Background: an optimization exercise with open tools, aiming at small area. Do not read the settings as production practice. Function was checked by simulation only, so behaviour that the tests miss may differ from the original. In every run shown here, the design's own scripts or RTL, not TritonCTS, make the clock network. The clock port is modelled as an ideal driver, which makes a skipped or thinned clock tree look cheaper than it is; a real chip needs a root buffer or a tree. Power is estimated from default activity; no workload was simulated.

==> design/flow/config.mk <==
export PLATFORM = sky130hd
export DESIGN_NAME = game_master_core
export DESIGN_NICKNAME = game_master_core
export VERILOG_FILES = /design/flow/design.v
export SDC_FILE = /design/flow/constraint.sdc
export NUM_CORES = 4
export LEC_CHECK = 0
export CAP_MARGIN = 20
export CORE_MARGIN = 2
export CORE_UTILIZATION = 40
export CTS_BUF_LIST = sky130_fd_sc_hd__clkbuf_8
export PLACE_DENSITY = 0.6
export SLEW_MARGIN = 20
==> design/flow/standard.sh <==
#!/bin/bash
# synth_recipe.tcl (not shown) runs the flow's synth.tcl, then flattens the netlist and writes it again
# the make line also repeats each setting of config.mk as NAME=value (left out here)
make -C /OpenROAD-flow-scripts/flow DESIGN_CONFIG=/design/flow/config.mk WORK_HOME=/design/flow/orfs CLKGATE_MAP_FILE= SYNTH_SCRIPT=/design/flow/synth_recipe.tcl "${@:-finish}"
==> design/flow/design.v <==
`timescale 1ns / 1ps
module btn_debounce (
    input  logic clk,
    input  logic rst,
    input  logic btn_in,
    output logic btn_tick
);
    localparam logic [7:0] START = 8'h11;
    logic       d1, d2, d3, d4;
    logic [7:0] o;
    logic       set, low_ones, stable;
    assign set      = d1 ^ d2;
    assign low_ones = &o[6:0];
    assign stable   = low_ones & o[7];
    always_ff @(posedge clk or posedge rst) begin
        if (rst) begin
            d1 <= 1'b0;
            d2 <= 1'b0;
            d3 <= 1'b0;
            o  <= START;
        end else begin
            d1 <= btn_in;
            d2 <= d1;
            if (set) o <= START;
            else o <= {o[6:0], ~(o[7] ^ o[6] ^ o[4] ^ o[2]) | low_ones};
            if (!set && stable) d3 <= d2;
        end
    end
    always_ff @(posedge clk) d4 <= d3;
    assign btn_tick = d3 & ~d4;
endmodule
`timescale 1ns / 1ps
module game_master_core (
    input  logic       clk,
    input  logic       rst,
    input  logic       u_btn,
    input  logic       r_btn,
    input  logic       l_btn,
    input  logic       die_en,
    input  logic [2:0] die_value,
    output logic [3:0] sec0,
    output logic [3:0] sec1,
    output logic [3:0] min0,
    output logic [3:0] min1,
    output logic [5:0] p1_position,
    output logic [5:0] p2_position,
    output logic [2:0] play_state,
    output logic       wait_p1,
    output logic       wait_p2,
    output logic [1:0] score_p1,
    output logic [1:0] score_p2,
    output logic       scl,
    input  logic       sda_i,
    output logic       sda_o,
    output logic       sda_oe
);
    function automatic logic [12:0] l13(input logic [12:0] s);
        l13 = {s[11:0], ~(s[12] ^ s[3] ^ s[2] ^ s[0])};
    endfunction
    function automatic logic [9:0] l10(input logic [9:0] s);
        l10 = {s[8:0], ~(s[9] ^ s[6])};
    endfunction
    function automatic logic [6:0] l7(input logic [6:0] s);
        l7 = {s[5:0], ~(s[6] ^ s[5])};
    endfunction
    localparam logic [12:0] C13_1    = 13'h1;      
    localparam logic [12:0] C13_3000 = 13'h1cd0;   
    localparam logic [12:0] C13_7999 = 13'hb86;    
    localparam logic [9:0]  C10_999  = 10'h2b2;    
    localparam logic [6:0]  C7_24    = 7'h57;
    localparam logic [6:0]  C7_26    = 7'h5c;
    localparam logic [6:0]  C7_49    = 7'h2b;
    localparam logic [6:0]  C7_74    = 7'h6c;
    localparam logic [6:0]  C7_76    = 7'h32;
    localparam logic [6:0]  C7_99    = 7'h4b;
    logic u_tick, r_tick, l_tick;
    btn_debounce U_DB_U (.clk(clk), .rst(rst), .btn_in(u_btn), .btn_tick(u_tick));
    btn_debounce U_DB_R (.clk(clk), .rst(rst), .btn_in(r_btn), .btn_tick(r_tick));
    btn_debounce U_DB_L (.clk(clk), .rst(rst), .btn_in(l_btn), .btn_tick(l_tick));
    localparam logic [2:0] E_IDLE = 3'd0, E_SW = 3'd1, E_PLAY = 3'd2, E_STOP = 3'd3,
                           E_TO = 3'd4, E_END = 3'd5, E_RST = 3'd6,
                           E_SW1 = 3'd7;   
    logic [2:0]  es;
    logic        start_r, restart_r;
    logic        play_en;
    logic        time_over;
    logic        game_final;
    logic [12:0] cnt;
    logic        end_wait;
    assign play_en    = (es == E_PLAY);
    assign play_state = (es == E_SW1) ? E_SW : es;
    assign start_r    = (es == E_SW1);
    assign end_wait   = (es == E_RST) && !restart_r && (cnt == C13_3000);
    always_ff @(posedge clk or posedge rst) begin
        if (rst) begin
            es        <= E_IDLE;
            restart_r <= 1'b0;
        end else begin
            restart_r <= 1'b0;
            case (es)
                E_IDLE: if (u_tick) es <= E_SW1;
                E_SW, E_SW1: es <= u_tick ? E_PLAY : E_SW;
                E_PLAY: begin
                    if (time_over) es <= E_TO;
                    else if (game_final) es <= E_END;
                    else if (r_tick) es <= E_STOP;
                end
                E_STOP: if (r_tick) es <= E_PLAY;
                E_TO, E_END: if (l_tick) begin es <= E_RST; restart_r <= 1'b1; end
                default: if (end_wait) es <= E_SW1;   
            endcase
        end
    end
    localparam logic [1:0] T_INIT = 2'd0, T_STOP = 2'd1, T_RUN = 2'd2, T_END = 2'd3;
    logic [1:0] ts;
    logic       clear_r;
    logic [9:0] tcnt;
    logic       tick;
    logic       m1;
    logic [3:0] m0;
    logic [2:0] s1;
    logic [3:0] s0;
    always_ff @(posedge clk or posedge rst) begin
        if (rst) begin
            ts      <= T_INIT;
            clear_r <= 1'b1;
        end else begin
            clear_r <= (ts == T_INIT) && !start_r;
            case (ts)
                T_INIT: if (start_r) ts <= T_STOP;
                T_STOP: if (play_en) ts <= T_RUN;
                T_RUN: begin
                    if (time_over || game_final) ts <= T_END;
                    else if (!play_en) ts <= T_STOP;
                end
                default: if (restart_r) ts <= T_INIT;
            endcase
        end
    end
    always_ff @(posedge clk or posedge rst) begin
        if (rst) tcnt <= 10'd0;
        else if (ts == T_RUN) tcnt <= (tcnt == C10_999) ? 10'd0 : l10(tcnt);
    end
    always_ff @(posedge clk) tick <= (ts == T_RUN) && (tcnt == C10_999);
    assign time_over = !m1 && (m0 == 4'd0) && (s1 == 3'd0) && (s0 == 4'd0);
    always_ff @(posedge clk or posedge rst) begin
        if (rst) begin
            m1 <= 1'b1;
            m0 <= 4'd0;
            s1 <= 3'd0;
            s0 <= 4'd0;
        end else if (clear_r) begin
            m1 <= 1'b1;
            m0 <= 4'd0;
            s1 <= 3'd0;
            s0 <= 4'd0;
        end else if (tick && !time_over) begin
            if (s0 != 4'd0) s0 <= s0 - 4'd1;
            else begin
                s0 <= 4'd9;
                if (s1 != 3'd0) s1 <= s1 - 3'd1;
                else begin
                    s1 <= 3'd5;
                    if (m0 != 4'd0) m0 <= m0 - 4'd1;
                    else begin
                        m0 <= 4'd9;
                        m1 <= 1'b0;
                    end
                end
            end
        end
    end
    assign sec0 = s0;
    assign sec1 = {1'b0, s1};
    assign min0 = m0;
    assign min1 = {3'b000, m1};
    localparam logic [3:0] P_IDLE = 4'd0, P_NEW = 4'd1, P_I2C = 4'd2, P_CHK = 4'd3,
                           P_W1 = 4'd4, P_U1 = 4'd5, P_W2 = 4'd6, P_U2 = 4'd7,
                           P_CMP = 4'd8, P_END1 = 4'd9, P_END = 4'd10, P_WRS = 4'd11;
    logic [3:0] ps;
    logic [5:0] p1, p2;
    logic [1:0] gw;
    logic       ev, evdn;        
    logic       final_state, next_match;
    logic       pulse3, cmp_done;
    logic       in_turn;
    logic [5:0] cur, sum, newpos;
    logic       cur_up, cur_dn;
    logic       upd, clr_pos;
    assign pulse3   = (cnt == C13_3000);
    assign cmp_done = (cnt == C13_7999);
    logic ps_idle, ps_new, ps_i2c, ps_chk, ps_w, ps_u, ps_cmp, ps_end1, ps_endx;
    assign ps_idle  = (ps == P_IDLE);
    assign ps_new   = ~ps[3] & ~ps[2] & ~ps[1] & ps[0];
    assign ps_i2c   = ~ps[3] & ~ps[2] & ps[1] & ~ps[0];
    assign ps_chk   = ~ps[3] & ~ps[2] & ps[1] & ps[0];
    assign in_turn  = ps[2];
    assign ps_w     = ps[2] & ~ps[0];
    assign ps_u     = ps[2] & ps[0];
    assign ps_cmp   = ps[3] & ~ps[1] & ~ps[0];
    assign ps_end1  = ps[3] & ~ps[1] & ps[0];
    assign ps_endx  = ps[3] & (ps[1] ^ ps[0]);    
    assign cur    = ps[1] ? p2 : p1;
    assign sum    = cur + {3'b000, die_value};
    logic at3, at8, at11, at23, at26, at35;
    assign at3  = (cur == 6'd3);
    assign at8  = (cur == 6'd8);
    assign at11 = (cur[4:0] == 5'd11);
    assign at23 = (cur[4:0] == 5'd23);
    assign at26 = (cur[4:0] == 5'd26);
    assign at35 = cur[5] && (cur[2:0] == 3'd3);
    assign cur_up = at3 || at8 || at23;
    assign cur_dn = at11 || at35 || at26;
    always_comb begin
        if (!ps[0]) newpos = (sum[5] && sum[3]) ? 6'd40 : sum;
        else if (at3)  newpos = 6'd10;
        else if (at8)  newpos = 6'd17;
        else if (at23) newpos = 6'd30;
        else if (at11) newpos = 6'd0;
        else if (at35) newpos = 6'd32;
        else if (at26) newpos = 6'd14;
        else newpos = cur;
    end
    assign upd     = play_en && in_turn && (ps[0] ? pulse3 : die_en);
    assign clr_pos = (ps_idle && start_r) ||
                     (play_en && ps_endx && !final_state && next_match);
    always_ff @(posedge clk) begin
        if (restart_r) cnt <= C13_1;
        else if (es == E_RST) cnt <= l13(cnt);
        else if (ps_u) begin
            if (pulse3) cnt <= play_en ? 13'd0 : C13_1;
            else cnt <= l13(cnt);
        end else if (ps_cmp) begin
            if (play_en) cnt <= cmp_done ? 13'd0 : l13(cnt);
        end else cnt <= 13'd0;
    end
    always_ff @(posedge clk or posedge rst) begin
        if (rst) begin
            p1 <= 6'd0;
            p2 <= 6'd0;
        end else if (clr_pos) begin
            p1 <= 6'd0;
            p2 <= 6'd0;
        end else if (upd) begin
            if (ps[1]) p2 <= newpos;
            else p1 <= newpos;
        end
    end
    always_ff @(posedge clk or posedge rst) begin
        if (rst) begin
            ps   <= P_IDLE;
            ev   <= 1'b0;
        end else if (restart_r) begin
            ps <= P_IDLE;
            ev <= 1'b0;
        end else begin
            if (ps_idle && start_r) ps <= P_NEW;
            if (ps_end1) ps <= P_END;
            if (play_en) begin
                if (ps_new) ps <= P_W1;
                if (ps_w) begin
                    ev <= 1'b0;
                    if (die_en) ps <= {ps[3:1], 1'b1};
                end
                if (ps_u && pulse3) begin
                    ps <= ps[1] ? P_CMP : P_W2;
                    ev <= cur_up | cur_dn;
                end
                if (ps_cmp) begin
                    ev <= 1'b0;
                    if (cmp_done) ps <= P_I2C;
                end
                if (ps_i2c) ps <= P_CHK;
                if (ps_chk) ps <= ((p1[5] && p1[3]) || (p2[5] && p2[3])) ? P_END1 : P_W1;
                if (ps_endx) begin
                    if (final_state) ps <= P_WRS;
                    else if (next_match) ps <= P_NEW;
                end
            end
        end
    end
    always_ff @(posedge clk) begin
        if (play_en && ps_cmp) begin
            if (p1 == p2) gw <= 2'b00;
            else if (p1 > p2) gw <= 2'b01;
            else gw <= 2'b10;
        end
        if (play_en && ps_u && pulse3) evdn <= cur_dn;
    end
    assign p1_position = p1;
    assign p2_position = p2;
    assign wait_p1     = ps_w & ~ps[1];
    assign wait_p2     = ps_w & ps[1];
    localparam logic [2:0] V_IDLE = 3'd0, V_WAIT = 3'd1, V_WAIT1 = 3'd2, V_UPD = 3'd3,
                           V_CHK = 3'd4, V_OVER1 = 3'd5, V_OVER = 3'd6;
    logic [2:0]  vs;
    logic [1:0]  sc1, sc2;
    logic [12:0] vcnt;
    logic [1:0]  game_result;
    assign final_state = (vs == V_OVER1) || (vs == V_OVER);
    assign game_final  = (vs == V_OVER1);
    assign next_match  = (vs == V_WAIT1);
    assign game_result = (vs == V_CHK) ? 2'b00 : {sc2[1] & ~sc1[1], sc1[1] & ~sc2[1]};
    always_ff @(posedge clk or posedge rst) begin
        if (rst) begin
            vs   <= V_IDLE;
            sc1  <= 2'd0;
            sc2  <= 2'd0;
        end else begin
            case (vs)
                V_IDLE: begin
                    sc1 <= 2'd0;
                    sc2 <= 2'd0;
                    if (start_r) vs <= V_WAIT;
                end
                V_WAIT, V_WAIT1: begin
                    if (restart_r) vs <= V_IDLE;
                    else if (ps_end1) vs <= V_UPD;
                    else vs <= V_WAIT;
                end
                V_UPD: begin
                    if (vcnt == C13_7999) begin
                        vs <= V_CHK;
                        if (!gw[1]) sc1 <= sc1 + 2'd1;
                        if (!gw[0]) sc2 <= sc2 + 2'd1;
                    end
                end
                V_CHK: vs <= (sc1[1] || sc2[1]) ? V_OVER1 : V_WAIT1;
                V_OVER1, V_OVER: vs <= restart_r ? V_IDLE : V_OVER;
                default: vs <= V_IDLE;
            endcase
        end
    end
    always_ff @(posedge clk) vcnt <= (vs == V_UPD && vcnt != C13_7999) ? l13(vcnt) : 13'd0;
    assign score_p1 = sc1;
    assign score_p2 = sc2;
    localparam logic [1:0] C_IDLE = 2'd0, C_WR = 2'd1, C_WAIT = 2'd2;
    logic [1:0] cph;
    logic       cslave;    
    logic [1:0] creg;      
    logic       crst;      
    logic [1:0] cdat;      
    logic       m_idle, m_done;
    logic [1:0] p1v0, p2v0, p1v1, p2v1;
    logic [1:0] evdat;
    logic       c_go;      
    logic       c_next;    
    logic       c_idle, c_wr, c_wait;
    assign c_idle = ~cph[1] & ~cph[0];
    assign c_wr   = cph[0];
    assign c_wait = cph[1];    
    always_comb begin
        case (gw)
            2'b01:   begin p1v0 = 2'd1; p2v0 = 2'd2; end
            2'b10:   begin p1v0 = 2'd2; p2v0 = 2'd1; end
            default: begin p1v0 = 2'd0; p2v0 = 2'd0; end
        endcase
        case (game_result)
            2'b00:   begin p1v1 = 2'd1; p2v1 = 2'd1; end
            2'b01:   begin p1v1 = 2'd2; p2v1 = 2'd3; end
            2'b10:   begin p1v1 = 2'd3; p2v1 = 2'd2; end
            default: begin p1v1 = 2'd0; p2v1 = 2'd0; end
        endcase
        evdat = evdn ? 2'd1 : 2'd2;
    end
    assign c_go   = c_idle && (restart_r || game_final || ps_i2c || ev);
    assign c_next = c_wait && m_done &&
                    (crst ? !(cslave && creg[0]) : (!cslave && !creg[1]));
    always_ff @(posedge clk or posedge rst) begin
        if (rst) cph <= C_IDLE;
        else if (c_go || (c_wait && c_next)) cph <= C_WR;
        else if (c_wr && m_idle) cph <= C_WAIT;
        else if (c_wait && m_done) cph <= C_IDLE;
    end
    always_ff @(posedge clk) begin
        if (c_idle) begin
            crst <= restart_r;
            if (restart_r) begin
                cslave <= 1'b0; creg <= 2'd0; cdat <= 2'd0;
            end else if (game_final) begin
                cslave <= 1'b0; creg <= 2'd1; cdat <= p1v1;
            end else if (ps_i2c) begin
                cslave <= 1'b0; creg <= 2'd0; cdat <= p1v0;
            end else begin
                cslave <= ps[3]; creg <= 2'd2; cdat <= evdat;
            end
        end else if (c_next) begin
            if (crst) begin
                cslave <= cslave | creg[0];
                creg   <= {1'b0, ~creg[0]};
            end else begin
                cslave <= 1'b1;
                cdat   <= creg[0] ? p2v1 : p2v0;
            end
        end
    end
    localparam logic [3:0] M_IDLE = 4'b0000, M_S1 = 4'b0001, M_S2 = 4'b0010,
                           M_P1 = 4'b0100, M_P2 = 4'b0101, M_P3 = 4'b0110,
                           M_AW = 4'b1000, M_AAW = 4'b1001, M_RA = 4'b1010,
                           M_AR = 4'b1011, M_WB = 4'b1100, M_AWB = 4'b1101;
    logic [3:0] ms;
    logic [6:0] mc;        
    logic [2:0] bc;        
    logic       wack;      
    logic       scl_d;     
    logic       m_data, m_ack, rising, falling, m_end;
    logic [7:0] m_byte;
    logic m_s1, m_s2, m_p1, m_p2;
    assign m_idle  = (ms == M_IDLE);
    assign m_done  = ms[2] & ms[1];
    assign m_ack   = ms[3] & ms[0];
    assign m_data  = ms[3];
    assign m_s1    = ~ms[3] & ~ms[2] & ms[0];
    assign m_s2    = ~ms[3] & ~ms[2] & ms[1];
    assign m_p1    = ~ms[3] & ms[2] & ~ms[1] & ~ms[0];
    assign m_p2    = ~ms[3] & ms[2] & ms[0];
    assign rising  = (mc == C7_26);
    assign falling = (mc == C7_76);
    always_comb begin
        if (m_s1 || m_s2 || m_p1) m_end = (mc == C7_49);
        else if (m_p2 || m_done)  m_end = (mc == C7_24);
        else m_end = 1'b0;
    end
    always_comb begin
        if (!ms[2] && !ms[1]) m_byte = cslave ? 8'h54 : 8'hAA;
        else if (ms[1]) m_byte = {6'd0, creg};
        else m_byte = {6'd0, cdat};
    end
    always_ff @(posedge clk or posedge rst) begin
        if (rst) ms <= M_IDLE;
        else begin
            if (m_idle && c_wait) ms <= M_S1;
            if ((m_s1 || m_p1 || m_p2) && m_end) ms <= ms + 4'd1;
            if (m_s2 && m_end) ms <= M_AW;
            if (m_done && m_end) ms <= M_IDLE;
            if (m_data && !ms[0] && falling && bc == 3'd7) ms <= ms + 4'd1;
            if (m_ack && falling) ms <= (wack || ms[2]) ? M_P1 : ms + 4'd1;
        end
    end
    always_ff @(posedge clk) begin
        scl_d <= 1'b0;
        if (m_idle) begin
            mc <= 7'd0;
            bc <= 3'd0;
        end else if (m_data) begin
            mc    <= (mc == C7_99 || (m_ack && falling && (wack || ms[2]))) ? 7'd0 : l7(mc);
            scl_d <= (mc == C7_24) ? 1'b1 : (mc == C7_74) ? 1'b0 : scl_d;
            if (m_ack && rising) wack <= sda_i;
            if (!m_ack && falling) bc <= bc + 3'd1;
        end else begin
            mc <= m_end ? 7'd0 : l7(mc);
        end
    end
    always_comb begin
        scl    = 1'b1;
        sda_o  = 1'b1;
        sda_oe = 1'b1;
        if (m_data) scl = scl_d;
        else if (m_s2 || m_p1) scl = 1'b0;
        if (m_ack) sda_oe = 1'b0;
        if (m_s1 || m_s2 || m_p1 || m_p2) sda_o = 1'b0;
        else if (m_data) sda_o = m_byte[~bc];
    end
endmodule
==> design/flow/flow/run.sh <==
#!/bin/bash
# Own layout flow: the standard synthesis, then an area re-mapping of its
# combinational logic (the flip-flops stay exactly as synthesized), then
# the standard layout steps with port buffers of the smallest size and a
# smaller balanced clock tree of our own (flow/cts.tcl).
# Each tool's output goes to a log of its own in this folder.
set -euo pipefail
W=$PWD
R=$W/orfs/results/$FLOW_PLATFORM/game_master_core/base
LIB=$FLOW_HOME/platforms/$FLOW_PLATFORM/lib/sky130_fd_sc_hd__tt_025C_1v80.lib
YOSYS=${YOSYS_EXE:-$(dirname "$FLOW_HOME")/tools/install/yosys/bin/yosys}

# 1. standard synthesis (1_2_yosys.v, 1_synth.odb)
bash standard.sh synth > log_1_synth.log 2>&1

# 2. area re-mapping of the combinational logic: a few area-oriented ABC
#    scripts, keeping the smallest result (all are the same logic)
cp "$R/1_2_yosys.v" "$W/1_2_yosys_standard.v"
SCRIPTS=(
  "+strash;dch;map -a;strash;dch;map -a;strash;dch;map -a;topo"
  "+strash;dch -f;map -a;strash;dch -f;map -a;strash;dch -f;map -a;topo"
  "+strash;ifraig;dch;map -a;strash;ifraig;dch;map -a;strash;dch;map -a;topo"
  "+strash;drw;drf;dch;map -a;strash;dch;map -a;strash;dch;map -a;topo"
)
best=""; best_area=""
for i in "${!SCRIPTS[@]}"; do
  sed -e "s#IN_LIB#$LIB#g" -e "s#IN_NETLIST#$W/1_2_yosys_standard.v#" \
      -e "s#OUT_NETLIST#$W/remapped_$i.v#" -e "s#OUT_STAT#$W/remapped_stat_$i.txt#" \
      -e "s#ABC_SCRIPT#${SCRIPTS[$i]}#" flow/reabc.ys > "$W/reabc_run_$i.ys"
  if "$YOSYS" -s "$W/reabc_run_$i.ys" > "log_2_reabc_$i.log" 2>&1; then
    a=$(grep "Chip area for module '.game_master_core'" "$W/remapped_stat_$i.txt" | tail -1 | awk '{print $NF}')
    echo "script $i: area $a" >> log_2_reabc_choice.log
    if [[ -z "$best_area" ]] || awk -v a="$a" -v b="$best_area" 'BEGIN{exit !(a < b)}'; then
      best=$i; best_area=$a
    fi
  fi
done
echo "chosen: script $best, area $best_area" >> log_2_reabc_choice.log
cp "$W/remapped_$best.v" "$R/1_2_yosys.v"
rm -f "$R/1_synth.odb" "$R/1_synth.sdc"

# 3. placement, with port buffers of the smallest size
PORTBUF="BUFFER_PORTS_ARGS=-buffer_cell sky130_fd_sc_hd__buf_1"
bash standard.sh "$PORTBUF" place > log_3_place.log 2>&1

# 4. clock tree: flow/cts.tcl in place of ORFS's CTS step (a root buffer and
#    ten leaf buffers, each driving one cluster of flip-flops)
bash standard.sh run "RUN_SCRIPT=$W/flow/cts.tcl" RUN_LOG_NAME_STEM=4_1_cts \
    MY_CTS_CLOCK_PORT=clk MY_CTS_LEAVES=10 MY_CTS_LEAF_CELL=sky130_fd_sc_hd__clkbuf_8 \
    MY_CTS_ROOT_CELL=sky130_fd_sc_hd__clkbuf_8 > log_4_cts.log 2>&1
test -f "$R/4_1_cts.odb"

# 5. routing and the rest of the standard layout
bash standard.sh "$PORTBUF" finish > log_5_route_finish.log 2>&1
test -f out/final.def
==> design/flow/flow/reabc.ys <==
# Re-map the combinational logic of the standard synthesis for area.
# The flip-flops are kept as they are (same instances, names and cells);
# every other cell is expanded to its function and mapped again by ABC with
# an area-oriented script, without the timing-driven buffering.
read_liberty -ignore_miss_func IN_LIB
read_verilog IN_NETLIST
hierarchy -top game_master_core
setattr -mod -set keep_hierarchy 1 sky130_fd_sc_hd__df* sky130_fd_sc_hd__edf*
flatten
rename -hide w:* i:* %d o:* %d
opt
abc -liberty IN_LIB  -dont_use sky130_fd_sc_hd__probe_p_8 -dont_use sky130_fd_sc_hd__probec_p_8 -dont_use sky130_fd_sc_hd__lpflow_bleeder_1 -dont_use sky130_fd_sc_hd__lpflow_clkbufkapwr_1 -dont_use sky130_fd_sc_hd__lpflow_clkbufkapwr_16 -dont_use sky130_fd_sc_hd__lpflow_clkbufkapwr_2 -dont_use sky130_fd_sc_hd__lpflow_clkbufkapwr_4 -dont_use sky130_fd_sc_hd__lpflow_clkbufkapwr_8 -dont_use sky130_fd_sc_hd__lpflow_clkinvkapwr_1 -dont_use sky130_fd_sc_hd__lpflow_clkinvkapwr_16 -dont_use sky130_fd_sc_hd__lpflow_clkinvkapwr_2 -dont_use sky130_fd_sc_hd__lpflow_clkinvkapwr_4 -dont_use sky130_fd_sc_hd__lpflow_clkinvkapwr_8 -dont_use sky130_fd_sc_hd__lpflow_decapkapwr_12 -dont_use sky130_fd_sc_hd__lpflow_decapkapwr_3 -dont_use sky130_fd_sc_hd__lpflow_decapkapwr_4 -dont_use sky130_fd_sc_hd__lpflow_decapkapwr_6 -dont_use sky130_fd_sc_hd__lpflow_decapkapwr_8 -dont_use sky130_fd_sc_hd__lpflow_inputiso0n_1 -dont_use sky130_fd_sc_hd__lpflow_inputiso0p_1 -dont_use sky130_fd_sc_hd__lpflow_inputiso1n_1 -dont_use sky130_fd_sc_hd__lpflow_inputiso1p_1 -dont_use sky130_fd_sc_hd__lpflow_inputisolatch_1 -dont_use sky130_fd_sc_hd__lpflow_isobufsrc_1 -dont_use sky130_fd_sc_hd__lpflow_isobufsrc_16 -dont_use sky130_fd_sc_hd__lpflow_isobufsrc_2 -dont_use sky130_fd_sc_hd__lpflow_isobufsrc_4 -dont_use sky130_fd_sc_hd__lpflow_isobufsrc_8 -dont_use sky130_fd_sc_hd__lpflow_isobufsrckapwr_16 -dont_use sky130_fd_sc_hd__lpflow_lsbuf_lh_hl_isowell_tap_1 -dont_use sky130_fd_sc_hd__lpflow_lsbuf_lh_hl_isowell_tap_2 -dont_use sky130_fd_sc_hd__lpflow_lsbuf_lh_hl_isowell_tap_4 -dont_use sky130_fd_sc_hd__lpflow_lsbuf_lh_isowell_4 -dont_use sky130_fd_sc_hd__lpflow_lsbuf_lh_isowell_tap_1 -dont_use sky130_fd_sc_hd__lpflow_lsbuf_lh_isowell_tap_2 -dont_use sky130_fd_sc_hd__lpflow_lsbuf_lh_isowell_tap_4 -script "ABC_SCRIPT"
splitnets
opt_clean -purge
hilomap -hicell sky130_fd_sc_hd__conb_1 HI -locell sky130_fd_sc_hd__conb_1 LO
opt_clean -purge
insbuf -buf sky130_fd_sc_hd__buf_4 A X
opt_clean -purge
blackbox sky130_fd_sc_hd__df* sky130_fd_sc_hd__edf*
tee -o OUT_STAT stat -liberty IN_LIB
write_verilog -noattr -nohex -nodec OUT_NETLIST
==> design/flow/flow/cts.tcl <==
# Clock tree step in place of ORFS's CTS: a two-level balanced tree.
# A root buffer beside the clk pin drives NLEAF leaf buffers; each leaf drives
# one cluster of flip-flops (k-means on their placed locations) and sits at
# the cluster's centre. Then the same legalisation and timing repair as ORFS's
# CTS step, and the same outputs (4_1_cts.odb, 4_cts.sdc).
utl::set_metrics_stage "cts__{}"
source $::env(SCRIPTS_DIR)/load.tcl
erase_non_stage_variables cts
load_design 3_place.odb 3_place.sdc

set nleaf [expr {[info exists ::env(MY_CTS_LEAVES)] ? $::env(MY_CTS_LEAVES) : 6}]
set leaf_cell [expr {[info exists ::env(MY_CTS_LEAF_CELL)] ? $::env(MY_CTS_LEAF_CELL) : "sky130_fd_sc_hd__clkbuf_8"}]
set root_cell [expr {[info exists ::env(MY_CTS_ROOT_CELL)] ? $::env(MY_CTS_ROOT_CELL) : "sky130_fd_sc_hd__clkbuf_8"}]

set db [ord::get_db]
set block [ord::get_db_block]
set clk_bterm [$block findBTerm $::env(MY_CTS_CLOCK_PORT)]
set clk_net [$clk_bterm getNet]

# flip-flop clock pins on the clock net
set sinks {}
foreach it [$clk_net getITerms] {
  lappend sinks $it
}
set n [llength $sinks]
puts "manual CTS: $n sinks, $nleaf leaves ($leaf_cell), root $root_cell"

proc iterm_xy { it } {
  set box [[$it getInst] getBBox]
  return [list [expr {([$box xMin] + [$box xMax]) / 2.0}] [expr {([$box yMin] + [$box yMax]) / 2.0}]]
}
set pts {}
foreach it $sinks { lappend pts [iterm_xy $it] }

# k-means, seeded with points spread along x then y order
set order [lsort -real -index 0 [lmap p $pts {set p}]]
set cent {}
for {set k 0} {$k < $nleaf} {incr k} {
  lappend cent [lindex $order [expr {int(($k + 0.5) * $n / $nleaf)}]]
}
set assign [lrepeat $n 0]
for {set iter 0} {$iter < 50} {incr iter} {
  # balanced assignment: each cluster takes at most ceil(n/nleaf) sinks,
  # points taken in order of their best distance
  set cap [expr {int(ceil(double($n) / $nleaf))}]
  set pairs {}
  for {set i 0} {$i < $n} {incr i} {
    lassign [lindex $pts $i] x y
    for {set k 0} {$k < $nleaf} {incr k} {
      lassign [lindex $cent $k] cx cy
      lappend pairs [list [expr {abs($x - $cx) + abs($y - $cy)}] $i $k]
    }
  }
  set pairs [lsort -real -index 0 $pairs]
  set done [lrepeat $n 0]
  set fill [lrepeat $nleaf 0]
  set new [lrepeat $n 0]
  foreach pr $pairs {
    lassign $pr d i k
    if {[lindex $done $i] || [lindex $fill $k] >= $cap} continue
    lset done $i 1
    lset fill $k [expr {[lindex $fill $k] + 1}]
    lset new $i $k
  }
  set ncent {}
  for {set k 0} {$k < $nleaf} {incr k} {
    set sx 0.0; set sy 0.0; set c 0
    for {set i 0} {$i < $n} {incr i} {
      if {[lindex $new $i] == $k} {
        lassign [lindex $pts $i] x y
        set sx [expr {$sx + $x}]; set sy [expr {$sy + $y}]; incr c
      }
    }
    if {$c > 0} { lappend ncent [list [expr {$sx / $c}] [expr {$sy / $c}]] } else { lappend ncent [lindex $cent $k] }
  }
  set cent $ncent
  if {$new == $assign} break
  set assign $new
}

# root buffer next to the clock pin
set pin_box [$clk_bterm getBBox]
set px [expr {([$pin_box xMin] + [$pin_box xMax]) / 2}]
set py [expr {([$pin_box yMin] + [$pin_box yMax]) / 2}]
set core [$block getCoreArea]
set px [expr {max([$core xMin], min($px, [$core xMax] - 10000))}]
set py [expr {max([$core yMin], min($py, [$core yMax] - 10000))}]

set root [odb::dbInst_create $block [$db findMaster $root_cell] clkbuf_root]
$root setLocation $px $py
$root setPlacementStatus PLACED
set root_net [odb::dbNet_create $block clknet_root]
$root_net setSigType CLOCK
[$root findITerm A] connect $clk_net
[$root findITerm X] connect $root_net

for {set k 0} {$k < $nleaf} {incr k} {
  lassign [lindex $cent $k] cx cy
  set b [odb::dbInst_create $block [$db findMaster $leaf_cell] clkbuf_leaf_$k]
  $b setLocation [expr {int($cx)}] [expr {int($cy)}]
  $b setPlacementStatus PLACED
  set net [odb::dbNet_create $block clknet_leaf_$k]
  $net setSigType CLOCK
  [$b findITerm A] connect $root_net
  [$b findITerm X] connect $net
  set cnt 0
  for {set i 0} {$i < $n} {incr i} {
    if {[lindex $assign $i] == $k} {
      set it [lindex $sinks $i]
      $it disconnect
      $it connect $net
      incr cnt
    }
  }
  puts "leaf $k: $cnt sinks at ([expr {int($cx)}], [expr {int($cy)}])"
}

set_propagated_clock [all_clocks]

set_placement_padding -global \
  -left $::env(CELL_PAD_IN_SITES_DETAIL_PLACEMENT) \
  -right $::env(CELL_PAD_IN_SITES_DETAIL_PLACEMENT)
detailed_placement
log_cmd estimate_parasitics -placement

report_clock_skew
report_check_types -max_slew -max_capacitance -violators

repair_timing_helper
detailed_placement
check_placement -verbose

report_metrics 4 "cts final"

orfs_write_db $::env(RESULTS_DIR)/4_1_cts.odb
orfs_write_sdc $::env(RESULTS_DIR)/4_cts.sdc
==> design/flow/constraint.sdc <==
create_clock -name core_clock -period 10.0 [get_ports {clk}]
set_input_delay 2.0000 -clock core_clock [delete_from_list [all_inputs] [get_ports {clk}]]
set_output_delay 2.0000 -clock core_clock [all_outputs]
set_load 0.01 [all_outputs]
==> run summary, run 1 <==
multi-input logic area 0.00276 mm2; Hold Crit Start U_DB_R.d3; setup TNS 0 ns; Final ANT Viol Nets 0; maxcap violations 0; critical path launch point type flop; HPWL Detailed 11400 um; Worst-Margin Slew 0.839 ns; Net Sw Power 0.681 mW; Die W 134 um; CP startpoint ps[1]; post-place setup slack 6.39 ns; Slew Limit Headroom 43.5%; cell-by-cell trace of the critical path clkinv_1 -> nor3_1 -> buf_1; # diodes 0; Placement Rows 47; # DRC 0; crit end category primary output; starting density of the core 41.1%; CP top delay family flip-flops; Overflow after GRT 0; commonest non-fill, non-tap cell in the layout nor2_1; Final Cycle Share 37.8%; outcome no timing/DRC/antenna violations; Required @ worst endpoint 8.00 ns; Clk pwr share 16.4%; endpoints failing hold 0; gpl congestion 0.890; fin worst setup slack 6.22 ns; Syn Area/Cell 7.78 um2; Cell Int Power 0.993 mW; Die Span Y 134 um; final worst path period need 3.78 ns; CP max-delay cell dfrtp_1; CP Class flop to primary output; layout cell share with drive strength beyond 1 3.10%; vias in the first global route 5413; Resized cells post-CTS 0; fin nets 947; synth warn 2; leak pwr 2.91 nW; maximum vdd drop 0.000235 V; core area 0.0166 mm2; Max Fclk 264 MHz; share of the core filled with cells 44.8%; worst r2r src ps[1]; initial antenna violation count 0; first-pass GRT wire length 25600 um; Hold Buf Count CTS 0; Worst EP arrival 1.78 ns; Via Count 5901; DR WL/cell 13.0 um; WP buf/inv 2; Reg area 0.00343 mm2; crit path max fanout 16; post-synth net total 885; Synth Instances 875; commonest cells after routing, fill and taps aside nor2_1, clkinv_1, nand2_1, dfrtp_1, o21ai_0; vias per std cell 5.11; RSZ-0062 raised after global routing no; Fill cells 1678; combinational share of power 36.7%; clk slew on worst S/H paths 0.10 ns; Boundary Pins 50; drt pass-1 iters 6; register share of total power 47.0%; area grow syn2layout 9.22%; Port Buffers 45; Final Skew 0.0199 ns; GRT Resource Usage Total 16.5%; Final Slew Violations 0; Switching Fraction 40.7%; setup bufs post-CTS 0; DR iter-0 viols 302; pwr dens 225 mW/mm2; Slowest Stage Delay on Critical Path 0.61 ns; Tightest Hold Check Type flop to flop; clock latency at the later pin of the worst-skew pair 0.43 ns; cell area after synthesis 0.00681 mm2; final setup fails 0; total wire length 15000 um; Die Area 0.0181 mm2; largest net degree at the start of global routing 52
==> cell type report <==
cell class	instances	share of cell area, %
inverter	163	8.26
multi-input combinational	569	37.2
tap	220	3.70
buffer	11	2.04
timing repair buffer	49	2.67
sequential	143	46.2
==> power groups by stage <==
stage / logic, mW / clock network [mW] / registers, mW
6_report: 0.614 / 0.274 / 0.786
5_1_grt: 0.705 / 0.308 / 0.804
4_1_cts: 0.615 / 0.291 / 0.786
3_5_place_dp: 0.613 / 0 / 0.797
3_3_place_gp: 0.613 / 0 / 0.798
2_1_floorplan: 0.456 / 0 / 0.777
==> layer usage <==
layer  wire length (um)  up-vias  share of wire [%]  global-route usage [%]
met2               6650      163                 44                    26.8
li1                   -     3041                  -                       -
met3                738       20                4.9                    1.50
met5                  0        -                  0                       0
met4                262        0                1.7                    2.75
met1               7370     2677                 49                    24.6
==> per-stage QoR <==
step	area [um2]	power, mW	instances	hold WS, ns
after floorplan	6810	1.23	875	0.368
after global placement	7290	1.41	1144	0.381
after detailed placement	7290	1.41	1144	0.386
after global routing	7440	1.82	1155	0.435
final	7440	1.67	1155	0.401
==> worst paths after layout <==
| kind | end | slack [ns] | depth (start not counted) |
|---|---|---|---|
| max | wait_p2 | 6.22 | 3 |
| min | U_DB_R.d4 | 0.40 | 0 |
| max reg2reg | p1[1] | 6.78 | 14 |
| min reg2reg | U_DB_R.d4 | 0.40 | 0 |
| max in group asynchronous | p1[2] | 7.36 | 3 |
| min in group asynchronous | m0[3] | 1.60 | 2 |
==> registers in the layout, summed over array words and instances, names as in the netlist, 3 cells and up <==
| name | flops |
|---|---|
| U_DB_L.o | 8 |
| U_DB_R.o | 8 |
| U_DB_U.o | 8 |
| bc | 3 |
| cnt | 13 |
| es | 3 |
| m0 | 4 |
| mc | 7 |
| ms | 4 |
| p1 | 6 |
| p2 | 6 |
| ps | 4 |
| s0 | 4 |
| s1 | 3 |
| tcnt | 10 |
| vcnt | 13 |
| vs | 3 |
==> worst reg2reg max path, delay by kind of cell, from the launching register on <==
| family | cells | cell delay (ns) |
|---|---|---|
| AO/OA/AOI/OAI | 5 | 1.32 |
| AND/OR/NAND/NOR | 7 | 0.74 |
| flip-flops | 1 | 0.54 |
| buffers and inverters | 2 | 0.53 |
==> run 2: changes to the inputs <==
--- a/design/flow/design.v
+++ b/design/flow/design.v
@@ -203,3 +203,4 @@
     assign cur    = ps[1] ? p2 : p1;
-    assign sum    = cur + {3'b000, die_value};
+    logic [5:0] delta;
+    assign sum    = cur + delta;
     logic at3, at8, at11, at23, at26, at35;
@@ -214,10 +215,10 @@
     always_comb begin
-        if (!ps[0]) newpos = (sum[5] && sum[3]) ? 6'd40 : sum;
-        else if (at3)  newpos = 6'd10;
-        else if (at8)  newpos = 6'd17;
-        else if (at23) newpos = 6'd30;
-        else if (at11) newpos = 6'd0;
-        else if (at35) newpos = 6'd32;
-        else if (at26) newpos = 6'd14;
-        else newpos = cur;
+        if (!ps[0]) delta = {3'b000, die_value};
+        else if (at3 || at23) delta = 6'd7;
+        else if (at8)  delta = 6'd9;
+        else if (at11) delta = -6'd11;
+        else if (at35) delta = -6'd3;
+        else if (at26) delta = -6'd12;
+        else delta = 6'd0;
+        newpos = (sum[5] && sum[3]) ? 6'd40 : sum;
     end
--- a/design/flow/flow/run.sh
+++ b/design/flow/flow/run.sh
@@ -23,2 +23,6 @@
   "+strash;drw;drf;dch;map -a;strash;dch;map -a;strash;dch;map -a;topo"
+  "+strash;drw;drf;dch;map -a;strash;drw;drf;dch;map -a;strash;dch;map -a;topo"
+  "+strash;drw;drf;dch -f;map -a;strash;dch -f;map -a;strash;dch -f;map -a;topo"
+  "+strash;ifraig;drw;drf;dch;map -a;strash;dch;map -a;strash;dch;map -a;topo"
+  "+strash;dc2;drw;dch;map -a;strash;dch;map -a;strash;dch;map -a;topo"
 )
==> run 2 against run 1 <==
Compared with the run above:
- still clean on timing, DRC and antenna
- global-route usage down 0.24 points
- final cell count is 2.3% lower
- die area fell by 1.4%
- synthesized cell count shrank 2.9%
- setup slack got worse by 0.21 ns
- maximum frequency decreased by 5.2%
- synthesized area fell by 1.4%
- sequential power increased by 5.7%
- routed wire length decreased by 4.1%
- register-to-register slack worse by 0.77 ns
- combinational power increased by about 20%
- critical endpoint is now p2[1]
- highest routed layer unchanged
==> run summary, run 2 <==
outcome no timing/DRC/antenna violations; Final Cycle Share 39.9%; setup TNS 0 ns; crit end category flop; routed length on met1 7370 um; highest routed layer met4; endpoints failing hold 0; Final Power 1.84 mW; Required @ worst endpoint 10.29 ns; largest net degree at the start of global routing 69; drt pass-1 iters 5; leak pwr 2.86 nW; combinational share of power 39.9%; commonest non-fill, non-tap cell in the layout clkinv_1; final worst path period need 3.99 ns; # DRC 0; largest registers cnt x13, vcnt x13, tcnt x10; starting density of the core 40.8%; register share of total power 45.1%; worst r2r src ps[1]; core area 0.0165 mm2; RSZ-0062 raised after global routing no; CP Class flop to flop; Switching Fraction 42.6%; fin nets 921; layout cell share with drive strength beyond 1 2.97%; crit path max fanout 15; setup bufs post-CTS 0; maximum vdd drop 0.000290 V; Slew Limit Headroom 40.4%; multi-input logic area 0.00265 mm2; Via Count 5663; CP startpoint ps[1]; Net Sw Power 0.785 mW; Tightest Hold Check Type flop to flop; Hold Crit Start U_DB_L.d1; Worst EP arrival 4.28 ns; DR iter-0 viols 384; Max Fclk 251 MHz; post-synth net total 860; Resized cells post-CTS 0; vias in the first global route 5345; reg-to-reg slack, setup 6.01 ns; Clk pwr share 15.0%; Overflow after GRT 0; met2 WL 6270 um; area grow syn2layout 9.24%; critical path launch point type flop; commonest cells after routing, fill and taps aside clkinv_1, nor2_1, nand2_1, dfrtp_1, o21ai_0; Die Area 0.0178 mm2; Hold Buf Count CTS 0; Final ANT Viol Nets 0; Final Slew Violations 0; Placement Rows 47; Cell Int Power 1.06 mW; synth warn 2; Syn Area/Cell 7.90 um2; final setup fails 0; pwr dens 251 mW/mm2; Die W 134 um; # diodes 0; HPWL Detailed 10700 um; clock latency at the later pin of the worst-skew pair 0.43 ns; Reg area 0.00343 mm2; GRT Resource Usage Total 16.3%; Boundary Pins 50; first-pass GRT wire length 25100 um; cell area after synthesis 0.00671 mm2; Worst-Margin Slew 0.893 ns; Synth Instances 850; total wire length 14400 um; Fill cells 1695; Port Buffers 45; Final Skew 0.0147 ns; maxcap violations 0; Die Span Y 134 um; vias per std cell 5.02; gpl congestion 0.904; met3 wire len 513 um; initial antenna violation count 0; DR WL/cell 12.8 um; clk slew on worst S/H paths 0.09 ns
run 2: layer usage:
metal	vias up	global-route usage (%)
li1	2942	-
met1	2599	24.7
met2	101	25.9
met3	21	1.33
met4	0	2.72
met5	-	0
run 2: final timing paths:
check	cells past startpoint	end
max	18	p2[1]
min	0	U_DB_L.d2
max reg2reg	18	p2[1]
min reg2reg	0	U_DB_L.d2
max in group asynchronous	3	s1[2]
min in group asynchronous	2	U_DB_R.o[5]
run 2: through the flow:
step                      hold slack, ns  utilization (%)  cell area (um2)  instances  setup WS [ns]
final                              0.411             44.5             7330       1129           6.01
after global routing               0.429             44.5             7330       1129           5.53
after detailed placement           0.390             43.6             7180       1117           5.85
after global placement             0.389             43.6             7180       1117           5.87
after floorplan                    0.368                -             6710        850           6.10
run 2: critical path, cell delays in order (launching register included):
cell	delay, ns
dfrtp_1	0.59
clkinv_1	0.34
nor2_1	0.18
clkinv_1	0.09
o22ai_1	0.15
clkinv_1	0.11
nor2_1	0.14
nand3_1	0.13
nand3_1	0.14
o21ai_0	0.11
or2_2	0.33
nand3_1	0.09
nand2_1	0.09
nand2_1	0.06
o21ai_0	0.13
and2_2	0.24
or4_2	0.67
nand2_1	0.16
o22ai_1	0.10
run 2: layout make-up:
class,instances,share of cell area [%]
buffer,11,2.06
sequential,143,46.8
timing repair buffer,48,2.61
inverter,167,8.58
tap,220,3.75
multi-input combinational,540,36.2
run 2: power groups by stage:
stage | Clock (mW) | Combinational, mW | Sequential, mW
3_5_place_dp | 0 | 0.728 | 0.843
5_1_grt | 0.313 | 0.841 | 0.850
3_3_place_gp | 0 | 0.730 | 0.840
6_report | 0.276 | 0.736 | 0.831
4_1_cts | 0.294 | 0.732 | 0.831
2_1_floorplan | 0 | 0.544 | 0.821
==> run 3: changes to the inputs <==
--- a/design/flow/flow/run.sh
+++ b/design/flow/flow/run.sh
@@ -52,4 +52,4 @@
 bash standard.sh run "RUN_SCRIPT=$W/flow/cts.tcl" RUN_LOG_NAME_STEM=4_1_cts \
-    MY_CTS_CLOCK_PORT=clk MY_CTS_LEAVES=10 MY_CTS_LEAF_CELL=sky130_fd_sc_hd__clkbuf_8 \
-    MY_CTS_ROOT_CELL=sky130_fd_sc_hd__clkbuf_8 > log_4_cts.log 2>&1
+    MY_CTS_CLOCK_PORT=clk MY_CTS_LEAVES=9 MY_CTS_LEAF_CELL=sky130_fd_sc_hd__clkbuf_8 \
+    MY_CTS_ROOT_CELL=sky130_fd_sc_hd__clkbuf_4 > log_4_cts.log 2>&1
 test -f "$R/4_1_cts.odb"
==> run 3 against run 2 <==
Compared with the run above:
- routed wire length increased by 0.32%
- sequential power about the same
- synthesized cell count unchanged
- combinational power about the same
- via count increased by 0.67%
- worst hold slack improved by 0.0017 ns
- global-route usage decreased by 0.12 points
- largest power group unchanged
- highest routed layer unchanged
==> run summary, run 3 <==
CP Class flop to flop; vias per std cell 5.05; Final Slew Violations 0; Placement Rows 47; synth warn 2; Cell Int Power 1.04 mW; Final Skew 0.0218 ns; maxcap violations 0; endpoints failing hold 0; share of the core filled with cells 44.4%; multi-input logic area 0.00265 mm2; Clk pwr share 14.3%; vias in the first global route 5323; core area 0.0165 mm2; Net Sw Power 0.785 mW; Fill cells 1698; layout cell share with drive strength beyond 1 2.86%; Syn Area/Cell 7.90 um2; largest registers cnt x13, vcnt x13, tcnt x10; Slowest Stage Delay on Critical Path 0.67 ns; leak pwr 2.85 nW; Final ANT Viol Nets 0; Slew Limit Headroom 40.0%; Via Count 5701; CP max-delay cell or4_2; gpl congestion 0.904; FF-to-FF path depth 18; Crit path depth 18; clock latency at the later pin of the worst-skew pair 0.55 ns; setup TNS 0 ns; drt pass-1 iters 5; DR iter-0 viols 380; Final Cycle Share 40.3%; commonest cells after routing, fill and taps aside clkinv_1, nor2_1, nand2_1, dfrtp_1, o21ai_0; Tightest Hold Check Type flop to flop; Worst-Margin Slew 0.900 ns; # diodes 0; outcome no timing/DRC/antenna violations; WP buf/inv 3; starting density of the core 40.8%; fin nets 920; cell area after synthesis 0.00671 mm2; cell-by-cell trace of the critical path clkinv_1 -> nor2_1 -> clkinv_1 -> o22ai_1 -> clkinv_1 -> nor2_1 -> nand3_1 -> nand3_1 -> o21ai_0 -> or2_2 -> nand3_1 -> nand2_1 -> nand2_1 -> o21ai_0 -> and2_2 -> or4_2 -> nand2_1 -> o22ai_1; Die W 134 um; Resized cells post-CTS 0; Reg area 0.00343 mm2; Worst EP arrival 4.42 ns; Port Buffers 45; Required @ worst endpoint 10.40 ns; pwr dens 250 mW/mm2; clk slew on worst S/H paths 0.12 ns; final worst path period need 4.03 ns; GRT Resource Usage Total 16.2%; Overflow after GRT 0; Final Power 1.83 mW; Synth Instances 850; Switching Fraction 42.9%; first-pass GRT wire length 24900 um; HPWL Detailed 10700 um; maximum vdd drop 0.000255 V; final setup fails 0; combinational share of power 40.2%; area grow syn2layout 8.95%; setup bufs post-CTS 0; register share of total power 45.5%; crit path max fanout 15; Max Fclk 248 MHz; RSZ-0062 raised after global routing no; Non-Filler Instances 1128; crit end category flop; DR WL/cell 12.8 um; Die Area 0.0178 mm2; post-synth net total 860; critical path launch point type flop; initial antenna violation count 0; total wire length 14500 um; commonest non-fill, non-tap cell in the layout clkinv_1; placed cells 1117; largest net degree at the start of global routing 69; Hold Buf Count CTS 0; worst hold stages 0; Boundary Pins 50; # DRC 0; worst hold slack 0.413 ns; CP top delay family simple AND/OR/NAND/NOR gates; Die Span Y 134 um
-- run 3: layout make-up --
| cell class | instances | share of cell area, % |
|---|---|---|
| flip-flops and latches | 143 | 46.9 |
| well taps | 220 | 3.76 |
| plain buffers | 10 | 1.80 |
| repair buffers | 48 | 2.62 |
| multi-input cells | 540 | 36.3 |
| inverters | 167 | 8.60 |
-- run 3: per-layer routing --
layer | global-route usage [%] | vias to the layer above | routed length, um
met3 | 1.33 | 13 | 548
met5 | 0 | - | 0
met4 | 2.48 | 0 | 206
met1 | 24.6 | 2624 | 7460
li1 | - | 2940 | -
met2 | 25.8 | 124 | 6240
-- run 3: metrics by stage --
stage | instance area [um2] | worst slack [ns]
6_report | 7310 | 5.97
2_1_floorplan | 6710 | 6.10
3_5_place_dp | 7180 | 5.85
5_1_grt | 7310 | 5.50
3_3_place_gp | 7180 | 5.87
-- run 3: worst paths after layout --
path / from / end / slack, ns
max: ps[1] / p2[1] / 5.97
min: U_DB_L.d3 / U_DB_L.d4 / 0.41
max reg2reg: ps[1] / p2[1] / 5.97
min reg2reg: U_DB_L.d3 / U_DB_L.d4 / 0.41
max in group asynchronous: rst / sc2[0] / 7.40
min in group asynchronous: rst / U_DB_R.o[5] / 1.41
-- run 3: power groups by stage --
stage | Combinational, mW | Sequential (mW) | Clock (mW)
after floorplan | 0.544 | 0.821 | 0
after global placement | 0.730 | 0.840 | 0
after detailed placement | 0.728 | 0.843 | 0
after CTS | 0.731 | 0.831 | 0.275
after global routing | 0.840 | 0.849 | 0.294
final | 0.736 | 0.831 | 0.261
==> run 4: changes to the inputs <==
==> design/flow/flow/run.sh (replaced) <==
#!/bin/bash
# Own layout flow: the standard synthesis, then an area re-mapping of its
# combinational logic (the flip-flops stay exactly as synthesized), then
# the standard layout steps with port buffers of the smallest size and a
# smaller balanced clock tree of our own (flow/cts.tcl).
# Each tool's output goes to a log of its own in this folder.
set -euo pipefail
W=$PWD
R=$W/orfs/results/$FLOW_PLATFORM/game_master_core/base
LIB=$FLOW_HOME/platforms/$FLOW_PLATFORM/lib/sky130_fd_sc_hd__tt_025C_1v80.lib
YOSYS=${YOSYS_EXE:-$(dirname "$FLOW_HOME")/tools/install/yosys/bin/yosys}

# 1. standard synthesis (1_2_yosys.v, 1_synth.odb)
bash standard.sh synth > log_1_synth.log 2>&1

# 2. area re-mapping of the combinational logic: several area-oriented ABC
#    scripts (four of them with ABC's &deepsyn, from different seeds), run
#    four at a time, keeping the smallest result (all are the same logic)
cp "$R/1_2_yosys.v" "$W/1_2_yosys_standard.v"
MAP3="dch;map -a;strash;dch;map -a;strash;dch;map -a;topo"
SCRIPTS=(
  "+strash;&get -n;&deepsyn -T 100 -S 0;&put;$MAP3"
  "+strash;&get -n;&deepsyn -T 100 -S 1;&put;$MAP3"
  "+strash;&get -n;&deepsyn -T 100 -S 2;&put;$MAP3"
  "+strash;&get -n;&deepsyn -T 100 -S 3;&put;$MAP3"
  "+strash;$MAP3"
  "+strash;dch -f;map -a;strash;dch -f;map -a;strash;dch -f;map -a;topo"
  "+strash;ifraig;dch;map -a;strash;ifraig;dch;map -a;strash;dch;map -a;topo"
  "+strash;drw;drf;$MAP3"
)
run_map() {
  local i=$1
  python3 - "$LIB" "$W" "$i" "${SCRIPTS[$i]}" flow/reabc.ys > "$W/reabc_run_$i.ys" <<'PY'
import sys
lib, w, i, script, tmpl = sys.argv[1:6]
s = open(tmpl).read()
s = s.replace('IN_LIB', lib).replace('IN_NETLIST', w + '/1_2_yosys_standard.v')
s = s.replace('OUT_NETLIST', '%s/remapped_%s.v' % (w, i)).replace('OUT_STAT', '%s/remapped_stat_%s.txt' % (w, i))
s = s.replace('ABC_SCRIPT', script)
print(s, end='')
PY
  "$YOSYS" -s "$W/reabc_run_$i.ys" > "log_2_reabc_$i.log" 2>&1 || true
}
for i in 0 1 2 3; do run_map $i & done
wait
for i in 4 5 6 7; do run_map $i & done
wait
best=""; best_area=""
for i in "${!SCRIPTS[@]}"; do
  f="$W/remapped_stat_$i.txt"
  [[ -f "$f" && -f "$W/remapped_$i.v" ]] || { echo "script $i: failed" >> log_2_reabc_choice.log; continue; }
  a=$(grep "Chip area for module '.game_master_core'" "$f" | tail -1 | awk '{print $NF}')
  echo "script $i: area $a" >> log_2_reabc_choice.log
  if [[ -n "$a" ]] && { [[ -z "$best_area" ]] || awk -v a="$a" -v b="$best_area" 'BEGIN{exit !(a < b)}'; }; then
    best=$i; best_area=$a
  fi
done
echo "chosen: script $best, area $best_area" >> log_2_reabc_choice.log
cp "$W/remapped_$best.v" "$R/1_2_yosys.v"
rm -f "$R/1_synth.odb" "$R/1_synth.sdc"

# 3. placement, with port buffers of the smallest size
PORTBUF="BUFFER_PORTS_ARGS=-buffer_cell sky130_fd_sc_hd__buf_1"
bash standard.sh "$PORTBUF" place > log_3_place.log 2>&1

# 4. clock tree: flow/cts.tcl in place of ORFS's CTS step (a root buffer and
#    ten leaf buffers, each driving one cluster of flip-flops)
bash standard.sh run "RUN_SCRIPT=$W/flow/cts.tcl" RUN_LOG_NAME_STEM=4_1_cts \
    MY_CTS_CLOCK_PORT=clk MY_CTS_LEAVES=10 MY_CTS_LEAF_CELL=sky130_fd_sc_hd__clkbuf_8 \
    MY_CTS_ROOT_CELL=sky130_fd_sc_hd__clkbuf_8 > log_4_cts.log 2>&1
test -f "$R/4_1_cts.odb"

# 5. routing and the rest of the standard layout
bash standard.sh "$PORTBUF" finish > log_5_route_finish.log 2>&1
test -f out/final.def
==> run 4 against run 3 <==
Compared with the run above:
- still clean
- sequential cell count stayed put
- power is 51% lower
- core utilization hardly changed
- critical path depth is 13 lower
- worst hold slack worse by 0.0078 ns
- final cell count is 6.0% lower
- die area is 4.4% lower
- routed wire length is 9.2% lower
- synthesized cell count is 7.4% lower
- synthesized area is 4.6% lower
- sequential power is 28% lower
- largest cell class unchanged
- largest power group unchanged
==> run summary, run 4 <==
layout cell share with drive strength beyond 1 3.67%; cell-by-cell trace of the critical path clkinv_1 -> nor2_1 -> clkinv_1 -> nor2_1 -> buf_1; DR WL/cell 12.4 um; Tightest Hold Check Type flop to flop; multi-input logic area 0.00239 mm2; maxcap violations 0; Syn Area/Cell 8.14 um2; # DRC 0; Overflow after GRT 0; setup TNS 0 ns; Boundary Pins 50; setup bufs post-CTS 0; commonest cells after routing, fill and taps aside clkinv_1, nor2_1, dfrtp_1, nand2_1, o21ai_0; Die Area 0.0170 mm2; cell area after synthesis 0.00641 mm2; area grow syn2layout 9.37%; Hold Buf Count CTS 0; worst hold stages 1; Port Buffers 45; clk slew on worst S/H paths 0.10 ns; CP Class flop to primary output; synth warn 2; Max Fclk 241 MHz; largest registers cnt x13, vcnt x13, tcnt x10; pwr dens 129 mW/mm2; DR iter-0 viols 291; Resized cells post-CTS 0; Slowest Stage Delay on Critical Path 0.72 ns; clock latency at the later pin of the worst-skew pair 0.42 ns; share of the core filled with cells 44.4%; drt pass-1 iters 4; Final ANT Viol Nets 0; fin nets 856; WP buf/inv 3; HPWL Detailed 9850 um; crit end category primary output; crit path max fanout 21; CP max-delay cell dfrtp_1; outcome no timing/DRC/antenna violations; post-synth net total 797; endpoints failing hold 0; total wire length 13100 um; Final Cycle Share 41.4%; Via Count 5215; Die W 131 um; leak pwr 2.69 nW; Die Span Y 131 um; Final Skew 0.0155 ns; Final Slew Violations 0; Slew Limit Headroom 42.7%; reg-to-reg slack, setup 5.92 ns; initial antenna violation count 0; CP top delay family flip-flops; FF-to-FF path depth 21; largest net degree at the start of global routing 69; Synth Instances 787; Reg area 0.00343 mm2; critical path launch point type flop; starting density of the core 40.6%; Required @ worst endpoint 8.00 ns; RSZ-0062 raised after global routing no; # diodes 0; Worst-Margin Slew 0.860 ns; Fill cells 1599; Placement Rows 46; vias per std cell 4.92; gpl congestion 0.899; maximum vdd drop 0.000153 V; final worst path period need 4.14 ns; Worst EP arrival 2.14 ns; first-pass GRT wire length 22600 um; GRT Resource Usage Total 15.6%; final setup fails 0; Crit path depth 5; core area 0.0158 mm2; vias in the first global route 5033
[run 4: layer usage]
layer / part of all wire [%] / GRT usage (%) / vias up
met2: 44 / 25.8 / 80
li1: - / - / 2699
met3: 3.1 / 1.30 / 23
met1: 50 / 22.5 / 2413
met5: 0 / 0 / -
met4: 2.2 / 3.63 / 0
[run 4: power by group]
part           leakage (nW)  switching, mW  internal, mW
Combinational         0.963         0.0215        0.0102
Clock                0.0791          0.174        0.0989
Sequential             1.65        0.00683         0.593
Total                  2.69          0.202         0.702
[run 4: layout make-up]
class / count / share of cell area (%)
inverters: 155 / 8.34
multi-input cells: 489 / 34.1
repair buffers: 46 / 2.52
well taps: 216 / 3.86
plain buffers: 11 / 2.16
flip-flops and latches: 143 / 49.0
[run 4: through the flow]
stage	area, um2	setup slack (ns)	power, mW	cells	hold slack, ns
after detailed placement	6860	5.75	0.644	1049	0.389
final	7010	5.86	0.904	1060	0.405
after floorplan	6410	6.19	0.635	787	0.367
after global routing	7010	5.35	0.947	1060	0.420
after global placement	6860	5.79	0.644	1049	0.385
[run 4: final timing paths]
check,from,end
setup / recovery,ps[1],wait_p2
hold / removal,U_DB_L.d4,restart_r
setup reg to reg,ps[1],p2[4]
hold reg to reg,U_DB_L.d4,restart_r
max in group asynchronous,rst,p2[2]
min in group asynchronous,rst,U_DB_R.o[3]
==> run 5: changes to the inputs <==
--- a/design/flow/design.v
+++ b/design/flow/design.v
@@ -17,3 +17,2 @@
             d1 <= 1'b0;
-            d2 <= 1'b0;
             d3 <= 1'b0;
@@ -22,3 +21,2 @@
             d1 <= btn_in;
-            d2 <= d1;
             if (set) o <= START;
@@ -28,3 +26,6 @@
     end
-    always_ff @(posedge clk) d4 <= d3;
+    always_ff @(posedge clk) begin
+        d2 <= d1;
+        d4 <= d3;
+    end
     assign btn_tick = d3 & ~d4;
@@ -93,2 +94,3 @@
     assign end_wait   = (es == E_RST) && !restart_r && (cnt == C13_3000);
+    always_ff @(posedge clk) restart_r <= (es == E_TO || es == E_END) && l_tick;
     always_ff @(posedge clk or posedge rst) begin
@@ -96,5 +98,3 @@
             es        <= E_IDLE;
-            restart_r <= 1'b0;
         end else begin
-            restart_r <= 1'b0;
             case (es)
@@ -108,3 +108,3 @@
                 E_STOP: if (r_tick) es <= E_PLAY;
-                E_TO, E_END: if (l_tick) begin es <= E_RST; restart_r <= 1'b1; end
+                E_TO, E_END: if (l_tick) es <= E_RST;
                 default: if (end_wait) es <= E_SW1;   
@@ -122,2 +122,3 @@
     logic [3:0] s0;
+    always_ff @(posedge clk) clear_r <= (ts == T_INIT) && !start_r;
     always_ff @(posedge clk or posedge rst) begin
@@ -125,5 +126,3 @@
             ts      <= T_INIT;
-            clear_r <= 1'b1;
         end else begin
-            clear_r <= (ts == T_INIT) && !start_r;
             case (ts)
--- a/design/flow/config.mk
+++ b/design/flow/config.mk
@@ -7,3 +7,3 @@
 export LEC_CHECK = 0
-export CAP_MARGIN = 20
+export CAP_MARGIN = 0
 export CORE_MARGIN = 2
@@ -12,2 +12,2 @@
 export PLACE_DENSITY = 0.6
-export SLEW_MARGIN = 20
+export SLEW_MARGIN = 0
==> run 5 against run 4 <==
Compared with the run above:
- sequential power is essentially flat
- sequential cell count is the same
- synthesized area down 0.23%
- still clean on timing, DRC and antenna
- die area down 0.23%
- first-iteration DRC count down 18%
- power fell by 0.64%
- combinational power shrank 6.9%
==> run summary, run 5 <==
outcome no timing/DRC/antenna violations; Slew Limit Headroom 42.4%; Final Slew Violations 0; Required @ worst endpoint 8.00 ns; starting density of the core 40.5%; Tightest Hold Check Type flop to flop; Placement Rows 46; clock latency at the later pin of the worst-skew pair 0.42 ns; Hold Crit Start U_DB_U.d1; vias per std cell 4.95; first-pass GRT wire length 22400 um; Die Area 0.0170 mm2; Via Count 5256; largest net degree at the start of global routing 66; fin worst setup slack 6.13 ns; layout cell share with drive strength beyond 1 3.79%; final worst path period need 3.87 ns; Worst-Margin Slew 0.864 ns; cell area after synthesis 0.00639 mm2; Port Buffers 45; synth warn 2; CP startpoint ps[1]; Finished Cell Area 0.00699 mm2; Die Span Y 130 um; crit end category primary output; RSZ-0062 raised after global routing no; HPWL Detailed 9770 um; total wire length 13000 um; Die W 130 um; fin nets 857; Boundary Pins 50; Syn Area/Cell 8.11 um2; critical path launch point type flop; drt pass-1 iters 7; DR iter-0 viols 239; Final Cycle Share 38.7%; GRT Resource Usage Total 15.5%; post-place setup slack 5.93 ns; Final ANT Viol Nets 0; pwr dens 128 mW/mm2; vias in the first global route 4883; area grow syn2layout 9.38%; largest registers cnt x13, vcnt x13, tcnt x10; dpl cell area 0.00684 mm2; core area 0.0158 mm2; maxcap violations 0; Final Power 0.898 mW; initial antenna violation count 0; commonest cells after routing, fill and taps aside clkinv_1, nor2_1, nand2_1, dfrtp_1, o21ai_0; gpl congestion 0.842; CP Class flop to primary output; clk slew on worst S/H paths 0.09 ns; endpoints failing hold 0; final setup fails 0; setup bufs post-CTS 0; Synth Instances 788; maximum vdd drop 0.000107 V; crit path max fanout 16; Resized cells post-CTS 0; setup TNS 0 ns; Worst EP arrival 1.87 ns; Hold Buf Count CTS 0; Overflow after GRT 0; post-synth net total 798; Max Fclk 258 MHz; Final Skew 0.0218 ns; worst r2r src ps[1]; # diodes 0; # DRC 0; DR WL/cell 12.3 um; leak pwr 2.66 nW
-- run 5: critical path, stage by stage, from the launching register on --
cell and delay (ns):
dfrtp_1 0.66, clkinv_1 0.35, nor3_1 0.25, buf_1 0.19
-- run 5: layout make-up --
cell class	instances	area [um2]
buffer	11	151
sequential	143	3410
fill	1625	8780
inverter	150	564
multi-input combinational	495	2420
timing repair buffer	46	176
tap	216	270
-- run 5: final timing paths --
check	end	slack, ns	depth (start not counted)
max	wait_p2	6.13	3
min	U_DB_U.d2	0.40	0
max reg2reg	p2[4]	6.46	15
min reg2reg	U_DB_U.d2	0.40	0
max in group asynchronous	es[0]	7.28	3
min in group asynchronous	U_DB_R.o[3]	1.53	2
-- run 5: per-layer routing --
| layer | vias to the layer above | GRT usage (%) | wire, um |
|---|---|---|---|
| li1 | 2727 | - | - |
| met1 | 2408 | 22.3 | 6470 |
| met2 | 107 | 26.5 | 5850 |
| met3 | 14 | 1.14 | 513 |
| met4 | 0 | 2.32 | 178 |
| met5 | - | 0 | 0 |
-- run 5: where the power goes --
part | internal [mW] | total [mW] | switching [mW]
sequential | 0.591 | 0.597 | 0.00522
clock | 0.0988 | 0.272 | 0.173
combinational | 0.00896 | 0.0295 | 0.0206
total | 0.699 | 0.898 | 0.199
-- run 5: stage by stage --
| step | util (%) | cells | hold WS [ns] |
|---|---|---|---|
| after global routing | 44.3 | 1061 | 0.416 |
| after floorplan | - | 788 | 0.360 |
| final | 44.3 | 1061 | 0.401 |
| after detailed placement | 43.4 | 1050 | 0.378 |
| after global placement | 43.4 | 1050 | 0.373 |

[afterwards: timing with drivers on the ports]
No port has a modelled driver above. Below, the same layouts with a new extraction and two added sets of constraints. Step 1, drivers: a clkbuf_16 drives clk and a buf_2 each remaining input, both assumed. Step 2 moves the port delays by t, midway between the first and last clock arrival at a register: inputs arrive t later, outputs are due t later. That takes back most of the time a late clock gives input paths. Three values: ideal, step 1, step 2; two values: the first two.
run	t (ns)	setup slack, ns	worst hold slack (ns)	worst register clock-pin slew, ns	worst slew at a driven data input, ns
run 1	0.433	6.216 / 6.201 / 6.381	0.401 / 0.401 / 0.401	0.10 / 0.10	0.04
run 2	0.438	6.010 / 6.010 / 5.832	0.411 / 0.411 / 0.411	0.10 / 0.10	0.03
run 3	0.550	5.973 / 5.962 / 5.833	0.413 / 0.413 / 0.413	0.12 / 0.12	0.03
run 4	0.425	5.858 / 5.843 / 5.727	0.405 / 0.405 / 0.405	0.10 / 0.10	0.04
run 5	0.427	6.130 / 6.113 / 5.946	0.401 / 0.401 / 0.401	0.10 / 0.10	0.03
After both steps every run listed still meets setup and hold. The setup slack of run 5, which loses most, moves by -0.017 ns with the drivers and by -0.184 ns with both steps.
